This is an optimization exercise on Yosys and OpenROAD, whose aim is small area and a short achievable clock period, not a production implementation.
In this exercise RTL edits were held to simulation tests only and were not proved equivalent to the original.
No activity file was given, so power comes from the tool's default toggle rates.

## job 5534
==> flow/design.v <==
`default_nettype none
module fadd_p2 (input wire [31:0] x1,
                input wire [31:0] x2,
                output reg [31:0] y,
                output reg        ovf,
                input wire        clk,
                input wire        rstn);
   wire        s1 = x1[31];
   wire        s2 = x2[31];
   wire [7:0]  e1 = x1[30:23];
   wire [7:0]  e2 = x2[30:23];
   wire [22:0] m1 = x1[22:0];
   wire [22:0] m2 = x2[22:0];
   wire        h1 = |e1;
   wire        h2 = |e2;
   wire [7:0]  e1a = {e1[7:1], e1[0] | ~h1};
   wire [7:0]  e2a = {e2[7:1], e2[0] | ~h2};
   wire        f1 = &e1;
   wire        f2 = &e2;
   wire        spec = f1 | f2;
   wire        nz1 = |m1;
   wire        nz2 = |m2;
   wire        pick1 = f1 & (~f2 | nz1);
   wire        sub = s1 ^ s2;
   wire        infnan = f1 & f2 & ~nz1 & ~nz2 & sub;
   wire        nzp = pick1 ? nz1 : nz2;
   reg  [31:0] cg0, ce0;
   reg  [15:0] cg1, ce1;
   reg  [7:0]  cg2, ce2;
   reg  [3:0]  cg3, ce3;
   reg  [1:0]  cg4, ce4;
   integer     k;
   always @* begin
      for (k = 0; k < 32; k = k + 1) begin
         cg0[k] = (k < 31) ? (x2[k] & ~x1[k]) : 1'b0;
         ce0[k] = (k < 31) ? ~(x2[k] ^ x1[k]) : 1'b1;
      end
      for (k = 0; k < 16; k = k + 1) begin
         cg1[k] = cg0[2*k+1] | (ce0[2*k+1] & cg0[2*k]);
         ce1[k] = ce0[2*k+1] & ce0[2*k];
      end
      for (k = 0; k < 8; k = k + 1) begin
         cg2[k] = cg1[2*k+1] | (ce1[2*k+1] & cg1[2*k]);
         ce2[k] = ce1[2*k+1] & ce1[2*k];
      end
      for (k = 0; k < 4; k = k + 1) begin
         cg3[k] = cg2[2*k+1] | (ce2[2*k+1] & cg2[2*k]);
         ce3[k] = ce2[2*k+1] & ce2[2*k];
      end
      for (k = 0; k < 2; k = k + 1) begin
         cg4[k] = cg3[2*k+1] | (ce3[2*k+1] & cg3[2*k]);
         ce4[k] = ce3[2*k+1] & ce3[2*k];
      end
   end
   wire        ge21 = cg4[1] | (ce4[1] & (cg4[0] | ce4[0]));
   wire        sel = spec ? ~pick1 : ge21;
   wire [23:0] msx = sel ? {h2, m2} : {h1, m1};
   wire [23:0] ms = {msx[23], msx[22] | (spec & (nzp | infnan)), msx[21:0]};
   wire [23:0] mi = sel ? {h1, m1} : {h2, m2};
   wire        ss = (sel ? s2 : s1) | infnan;
   wire        ce = (e2 > e1);
   wire [7:0]  es = ce ? e2a : e1a;
   wire [7:0]  ei = ce ? e1a : e2a;
   wire [7:0]  tde = es - ei;
   wire [4:0]  de = (spec | (|tde[7:5])) ? 5'd31 : tde[4:0];
   wire [25:0] a0 = {mi, 2'b00};
   wire [25:0] a1 = de[4] ? {16'b0, a0[25:16]} : a0;
   wire        t1 = de[4] & (|a0[15:0]);
   wire [25:0] a2 = de[3] ? {8'b0, a1[25:8]} : a1;
   wire        t2 = de[3] & (|a1[7:0]);
   wire [25:0] a3 = de[2] ? {4'b0, a2[25:4]} : a2;
   wire        t3 = de[2] & (|a2[3:0]);
   wire [25:0] a4 = de[1] ? {2'b0, a3[25:2]} : a3;
   wire        t4 = de[1] & (|a3[1:0]);
   wire [25:0] a5 = de[0] ? {1'b0, a4[25:1]} : a4;
   wire        t5 = de[0] & a4[0];
   wire        tstck = t1 | t2 | t3 | t4 | t5;
   reg [23:0]  msr;
   reg [25:0]  miar;
   reg         stckr;
   reg         subr;
   reg         ssr;
   reg         specr;
   reg [7:0]   er;       
   always @(posedge clk) begin
      msr   <= ms;
      miar  <= a5;
      stckr <= tstck;
      subr  <= sub;
      ssr   <= ss;
      specr <= spec;
      er    <= es + 8'd1;
   end
   wire [26:0] aa = {1'b0, msr, 2'b00};
   wire [26:0] bb = {1'b0, miar} ^ {27{subr}};
   wire [26:0] p0 = aa ^ bb;
   wire [26:0] g0 = aa & bb;
   reg  [26:0] g, p;
   integer     i, l;
   always @* begin
      g = g0; p = p0;
      g[0] = g0[0] | (p0[0] & subr);
      for (l = 0; l < 5; l = l + 1)
        for (i = (2 << l) - 1; i < 27; i = i + (2 << l)) begin
           g[i] = g[i] | (p[i] & g[i - (1 << l)]);
           p[i] = p[i] & p[i - (1 << l)];
        end
      for (l = 3; l >= 0; l = l - 1)
        for (i = (3 << l) - 1; i < 27; i = i + (2 << l)) begin
           g[i] = g[i] | (p[i] & g[i - (1 << l)]);
           p[i] = p[i] & p[i - (1 << l)];
        end
   end
   wire [26:0] mye = p0 ^ {g[25:0], subr};
   reg  [26:0] sent;
   always @* begin
      for (i = 0; i < 27; i = i + 1)
        sent[i] = (er == 8'd27 - i[7:0]);
   end
   wire [26:0] n0 = mye | sent;
   wire [31:0] lzi = {n0, 5'b11111};
   reg  [15:0] v1;  reg [15:0] c1;
   reg  [7:0]  v2;  reg [15:0] c2;
   reg  [3:0]  v3;  reg [11:0] c3;
   reg  [1:0]  v4;  reg [7:0]  c4;
   reg  [4:0]  sh;
   always @* begin
      for (i = 0; i < 16; i = i + 1) begin
         v1[i] = lzi[2*i+1] | lzi[2*i];
         c1[i] = ~lzi[2*i+1];
      end
      for (i = 0; i < 8; i = i + 1) begin
         v2[i] = v1[2*i+1] | v1[2*i];
         c2[2*i +: 2] = v1[2*i+1] ? {1'b0, c1[2*i+1]} : {1'b1, c1[2*i]};
      end
      for (i = 0; i < 4; i = i + 1) begin
         v3[i] = v2[2*i+1] | v2[2*i];
         c3[3*i +: 3] = v2[2*i+1] ? {1'b0, c2[2*(2*i+1) +: 2]} : {1'b1, c2[2*(2*i) +: 2]};
      end
      for (i = 0; i < 2; i = i + 1) begin
         v4[i] = v3[2*i+1] | v3[2*i];
         c4[4*i +: 4] = v3[2*i+1] ? {1'b0, c3[3*(2*i+1) +: 3]} : {1'b1, c3[3*(2*i) +: 3]};
      end
      sh = v4[1] ? {1'b0, c4[7:4]} : {1'b1, c4[3:0]};
   end
   wire [26:0] k1 = sh[4] ? {mye[10:0], 16'b0} : mye;
   wire [26:0] k2 = sh[3] ? {k1[18:0], 8'b0} : k1;
   wire [26:0] k3 = sh[2] ? {k2[22:0], 4'b0} : k2;
   wire [26:0] k4 = sh[1] ? {k3[24:0], 2'b0} : k3;
   wire [26:0] myf = sh[0] ? {k4[25:0], 1'b0} : k4;
   wire        den = ~myf[26];
   wire [7:0]  eyr = den ? 8'd0 : (er - {3'b0, sh});
   wire        ovfp = (&er) & mye[26];
   wire        stk = stckr | myf[0];
   wire        up = ~ovfp & myf[2] & (myf[1] | (stk ? ~subr : myf[3]));
   wire        zero = ~|mye;
   wire        sy = ssr & (~subr | ~zero);
   reg         syr;
   reg [30:0]  yur;
   reg         upr;
   reg         nspr;
   always @(posedge clk) begin
      if (~rstn) begin
         syr  <= 1'b0;
         yur  <= 31'd0;
         upr  <= 1'b0;
         nspr <= 1'b0;
      end else begin
         syr  <= sy;
         yur  <= {eyr, myf[25:3] & {23{~ovfp}}};
         upr  <= up;
         nspr <= ~specr;
      end
   end
   wire [31:0] yu32 = {1'b0, yur};
   reg  [31:0] ic;
   reg  [7:0]  ibc;
   always @* begin
      ibc[0] = upr;
      for (i = 1; i < 8; i = i + 1)
        ibc[i] = ibc[i-1] & (&yu32[4*i-4 +: 4]);
      for (i = 0; i < 32; i = i + 1)
        ic[i] = (i % 4 == 0) ? ibc[i/4] : (ic[i-1] & yur[i-1]);
   end
   wire [30:0] yr = yur ^ ic[30:0];
   always @* begin
      y   = {syr, yr};
      ovf = nspr & (&yr[30:23]);
   end
endmodule
`default_nettype wire
clock: 15.0 ns
lec_check: 0
abc_area: 1
cap_margin: 20
core_margin: 2
core_utilization: 45
place_density: 0.6
slew_margin: 20
standard.sh (not shown) runs the stock make flow with config.mk's settings and CLKGATE_MAP_FILE= SYNTH_SCRIPT=/design/flow/synth_recipe.tcl, a recipe that flattens the netlist after the stock synthesis.
==> flow/flow/run.sh <==
#!/bin/bash
# Standard ORFS layout with small port buffers and a tighter setup target for repair_timing.
set -euo pipefail
export BUFFER_PORTS_ARGS="-buffer_cell sky130_fd_sc_hd__buf_1"
export SETUP_SLACK_MARGIN=7.5
bash standard.sh > standard.log 2>&1
Input changes introduced in job 1711 (baseline for comparison: job 5534):
==> flow/flow/run.sh <==
#!/bin/bash
# Standard ORFS layout with small port buffers and a tighter setup target for repair_timing.
set -euo pipefail
export BUFFER_PORTS_ARGS="-buffer_cell sky130_fd_sc_hd__buf_1"
export SETUP_SLACK_MARGIN=8.5
bash standard.sh > standard.log 2>&1
Notes after the runs:
Job 5534 reports its cell with the biggest individual delay on the critical path as sky130_fd_sc_hd__nor2_4 while job 1711 reports sky130_fd_sc_hd__ha_4.
Clock-pin slew on the worst setup and hold paths: job 5534 vs job 1711 — no meaningful difference
Job 1711 against job 5534: met2 track utilization from global routing now sits higher, power now sits higher, worst setup margin now sits higher.
#### Input delta (job 9633 over job 1711)
-- flow/config.mk --
<<< job 1711, line 10
export CORE_MARGIN = 2
export CORE_UTILIZATION = 45
export PLACE_DENSITY = 0.6
export SLEW_MARGIN = 20
>>> job 9633, line 10
export CORE_MARGIN = 2
export CORE_UTILIZATION = 45
export CTS_BUF_LIST = sky130_fd_sc_hd__clkbuf_8
export PLACE_DENSITY = 0.6
export SLEW_MARGIN = 20
Diff job 1711 -> job 9633: average via count per standard cell now smaller, net switching share of the total power increased by 1.3 points relative to the old numbers, number of cells on the critical path moved up.
Final critical-path share of the clock period across job 1711 and job 9633: no real change.
Row clock-pin slew on the worst setup and hold paths: job 9633 higher / job 1711 lower
Of the two values seen for cell type of the slowest stage on the worst timing path, sky130_fd_sc_hd__or2_1 was produced by job 9633 and sky130_fd_sc_hd__ha_4 by job 1711.
Looking at wire length of the first global-routing pass across job 1711 and job 9633, the one that comes out lower is job 9633.
Taking job 1711 as the reference, in job 9633 total die area about even; final area down 1.2%; power lower; power drawn by the clock network down 27%.
Re non-clock buffer count: job 1711 and job 9633 aren't equal, and the higher value belongs to job 1711.

## static timing again, ports no longer ideal
In the flow no input, the clock included, has a driving cell. The finished layouts below were timed again as built, in two steps. Step 1 (the two cells are an assumption about what drives the block):
set clk [get_ports {clk}]
set_driving_cell -lib_cell sky130_fd_sc_hd__clkbuf_16 $clk
set_driving_cell -lib_cell sky130_fd_sc_hd__buf_2 [delete_from_list [all_inputs] $clk]
Step 2 moves the port delays by t, midway between the first and last clock arrival at a register: inputs arrive t later, outputs are due t later. That takes back most of the time a late clock gives input paths. Slacks: ideal ports / drivers / drivers and shift; pairs: ideal ports / drivers.
run | shift t [ns] | setup slack, ns | worst setup path after step 2
job 5534 | 0.400 | 8.020 / 8.038 / 7.638 | input to register
job 1711 | 0.404 | 8.748 / 8.772 / 8.368 | input to register
job 9633 | 0.425 | 8.745 / 8.750 / 8.325 | input to register
After both steps setup and hold are still met in every run listed. The setup slack of job 9633, which loses most, moves by +0.005 ns with the drivers and by -0.420 ns with both steps.
